This design comes from an exercise in tuning for small area and a short achievable clock period on the open sky130 flow, not from production work. Power is estimated from default activity; no workload was simulated.

==> module FP32Adder2_align, before the edit <==
module FP32Adder2_align(
    input  wire [31:0] a,
    input  wire [31:0] b,
    output wire        l_sign,
    output wire [7:0]  l_exp1,    
    output wire [23:0] l_manx,    
    output wire        sub,
    output wire [23:0] t_man,     
    output wire [1:0]  t_sh       
);
    assign sub = a[31] ^ b[31];
    wire [7:0] ea = a[30:23];
    wire [7:0] eb = b[30:23];
    wire [7:0] y;
    wire       c;
    sub8 ed(.x(ea), .y(eb), .d(y), .gt(c));
    wire [7:0] s  = y ^ {8{~c}};
    wire       far = |s[7:5];                   
    wire       ha = |ea;
    wire       hb = |eb;
    wire [23:0] ta = {ha, a[22:0]};
    wire [23:0] tb = {hb, b[22:0]};
    wire [23:0] t  = c ? {1'b0, tb[23:1]} : ta;
    wire [23:0] t1 = t >> {s[3:2], 2'b00};
    assign t_man  = far ? 24'd0 : s[4] ? {16'd0, t1[23:16]} : t1;
    assign t_sh   = s[1:0];
    wire [7:0] ea1 = ea + 8'd1;
    wire [7:0] eb1 = eb + 8'd1;
    assign l_exp1 = c ? ea1 : eb1;
    assign l_manx = (c ? ta : tb) ^ {24{sub}};
    assign l_sign = c ? a[31] : b[31];
endmodule
==> module FP32Adder2_norm, before the edit <==
module FP32Adder2_norm(
    input  wire [24:0] v,
    input  wire [4:0]  sh,
    input  wire        q,
    input  wire [7:0]  l_exp1,
    input  wire        off,       
    output wire [22:0] mant,
    output wire [7:0]  exp,
    output wire        ovf
);
    wire [24:0] n = v << sh[3:0];
    assign mant = {n[23] & ~q, n[22:1]} & {23{~off}};
    wire zero = sh[4] & sh[3];
    wire [4:0] x  = l_exp1[4:0];
    wire [4:0] bg = ~x & sh;
    wire [4:0] bp = ~(x ^ sh);
    wire [5:0] b;
    assign b[0] = q;
    assign b[1] = bg[0] | (bp[0] & q);
    assign b[2] = bg[1] | (bp[1] & bg[0]) | (&bp[1:0] & q);
    assign b[3] = bg[2] | (bp[2] & bg[1]) | (&bp[2:1] & bg[0]) | (&bp[2:0] & q);
    assign b[4] = bg[3] | (bp[3] & bg[2]) | (&bp[3:2] & bg[1]) | (&bp[3:1] & bg[0]) | (&bp[3:0] & q);
    assign b[5] = bg[4] | (bp[4] & bg[3]) | (&bp[4:3] & bg[2]) | (&bp[4:2] & bg[1]) | (&bp[4:1] & bg[0]) | (&bp[4:0] & q);
    wire [2:0] hm = l_exp1[7:5] - 3'd1;
    wire [7:0] e  = {b[5] ? hm : l_exp1[7:5], ~bp ^ b[4:0]};
    assign exp = (zero | off) ? 8'd0 : e;
    wire [7:0] d  = l_exp1 ^ {3'd0, sh};
    wire [7:0] m;
    assign m[0] = 1'b1;
    genvar i;
    generate for (i = 1; i < 8; i = i + 1) begin : tm
        assign m[i] = &l_exp1[i-1:0];
    end endgenerate
    wire top = q ? ~|d : ~|(d ^ m);
    assign ovf = ~off & (~|l_exp1 | (~zero & top));
endmodule
Settings: LEC_CHECK=0, ABC_AREA=1, CAP_MARGIN=20, CORE_MARGIN=2, CORE_UTILIZATION=55, PLACE_DENSITY=0.8, SLEW_MARGIN=20; clock period 9.5 ns.
standard.sh (not shown) runs the stock make flow with config.mk's settings and CLKGATE_MAP_FILE= SYNTH_SCRIPT=/design/flow/synth_recipe.tcl, a recipe that flattens the netlist after the stock synthesis.
==> flow/flow/run.sh <==
#!/bin/bash
set -euo pipefail
export BUFFER_PORTS_ARGS="-buffer_cell sky130_fd_sc_hd__buf_1"
export SETUP_SLACK_MARGIN=5.2
export CTS_ARGS="-sink_clustering_enable -repair_clock_nets -buf_list sky130_fd_sc_hd__clkbuf_8 -dont_use_dummy_load"
bash standard.sh > make.log 2>&1
Edit:
--- a/flow/design.v
+++ b/flow/design.v
@@ -11,10 +11,11 @@
     assign sub = a[31] ^ b[31];
     wire [7:0] ea = a[30:23];
     wire [7:0] eb = b[30:23];
     wire [7:0] y;
-    wire       c;
-    sub8 ed(.x(ea), .y(eb), .d(y), .gt(c));
+    wire       c, c_slow;
+    sub8 ed(.x(ea), .y(eb), .d(y), .gt(c_slow));
+    gt8 ec(.x(ea), .y(eb), .gt(c));
     wire [7:0] s  = y ^ {8{~c}};
     wire       far = |s[7:5];                   
     wire       ha = |ea;
     wire       hb = |eb;
@@ -23,13 +24,34 @@
     wire [23:0] t  = c ? {1'b0, tb[23:1]} : ta;
     wire [23:0] t1 = t >> {s[3:2], 2'b00};
     assign t_man  = far ? 24'd0 : s[4] ? {16'd0, t1[23:16]} : t1;
     assign t_sh   = s[1:0];
-    wire [7:0] ea1 = ea + 8'd1;
-    wire [7:0] eb1 = eb + 8'd1;
-    assign l_exp1 = c ? ea1 : eb1;
+    wire [7:0] el = c ? ea : eb;
+    assign l_exp1 = el + 8'd1;
     assign l_manx = (c ? ta : tb) ^ {24{sub}};
     assign l_sign = c ? a[31] : b[31];
+endmodule
+module gt8(
+    input  wire [7:0] x,
+    input  wire [7:0] y,
+    output wire       gt
+);
+    wire [7:0] g1 = x & ~y;
+    wire [7:0] e1 = ~(x ^ y);
+    wire [3:0] g2, e2;
+    wire [1:0] g3, e3;
+    genvar i;
+    generate
+        for (i = 0; i < 4; i = i + 1) begin : l2
+            assign g2[i] = g1[2*i+1] | (e1[2*i+1] & g1[2*i]);
+            assign e2[i] = e1[2*i+1] & e1[2*i];
+        end
+        for (i = 0; i < 2; i = i + 1) begin : l3
+            assign g3[i] = g2[2*i+1] | (e2[2*i+1] & g2[2*i]);
+            assign e3[i] = e2[2*i+1] & e2[2*i];
+        end
+    endgenerate
+    assign gt = g3[1] | (e3[1] & g3[0]);
 endmodule
 module sub8(
     input  wire [7:0] x,
     input  wire [7:0] y,
@@ -103,20 +125,11 @@
 );
     wire [24:0] n = v << sh[3:0];
     assign mant = {n[23] & ~q, n[22:1]} & {23{~off}};
     wire zero = sh[4] & sh[3];
-    wire [4:0] x  = l_exp1[4:0];
-    wire [4:0] bg = ~x & sh;
-    wire [4:0] bp = ~(x ^ sh);
-    wire [5:0] b;
-    assign b[0] = q;
-    assign b[1] = bg[0] | (bp[0] & q);
-    assign b[2] = bg[1] | (bp[1] & bg[0]) | (&bp[1:0] & q);
-    assign b[3] = bg[2] | (bp[2] & bg[1]) | (&bp[2:1] & bg[0]) | (&bp[2:0] & q);
-    assign b[4] = bg[3] | (bp[3] & bg[2]) | (&bp[3:2] & bg[1]) | (&bp[3:1] & bg[0]) | (&bp[3:0] & q);
-    assign b[5] = bg[4] | (bp[4] & bg[3]) | (&bp[4:3] & bg[2]) | (&bp[4:2] & bg[1]) | (&bp[4:1] & bg[0]) | (&bp[4:0] & q);
+    wire [6:0] el = {1'b0, l_exp1[4:0], 1'b1} + {1'b0, ~sh, ~q};
     wire [2:0] hm = l_exp1[7:5] - 3'd1;
-    wire [7:0] e  = {b[5] ? hm : l_exp1[7:5], ~bp ^ b[4:0]};
+    wire [7:0] e  = {el[6] ? l_exp1[7:5] : hm, el[5:1]};
     assign exp = (zero | off) ? 8'd0 : e;
     wire [7:0] d  = l_exp1 ^ {3'd0, sh};
     wire [7:0] m;
     assign m[0] = 1'b1;
Die area increases slightly.
Non-clock buffer count decreases by 3.
Critical path depth decreases by 8.
Count of clock-buffer cells in the layout is unchanged.
Wire length decreases slightly.
Total power decreases by a few percent.
Worst setup slack is better by 0.020 ns.
Cell count does not change.
Combinational power decreases by a little under a tenth.
Hold slack is worse by 0.023 ns.
Function was not checked in any run of this note: the RTL went through the layout flow alone.

what the ideal ports hide:
How much do the figures lean on ideal ports? The routed layouts below were timed once more, with nothing changed but the port constraints.
Step 1, drivers: a clkbuf_16 drives clk and a buf_2 each remaining input, both assumed.
Step 2 moves the port delays by t, midway between the first and last clock arrival at a register: inputs arrive t later, outputs are due t later. That takes back most of the time a late clock gives input paths.
a / b / c = ideal / step 1 / step 2; a / b = the first two.
run | shift t [ns] | slack for setup (ns) | worst register clock-pin slew, ns | worst slew at a driven data input, ns | cell pins on the clock port's net
the first run | 0.398 | 5.252 / 5.262 / 4.864 | 0.11 / 0.11 | 0.03 | 1
the second run | 0.408 | 5.271 / 5.236 / 4.953 | 0.10 / 0.10 | 0.03 | 1
After both steps setup and hold are still met in every run listed. The setup slack of the first run, which loses most, moves by +0.010 ns with the drivers and by -0.388 ns with both steps.
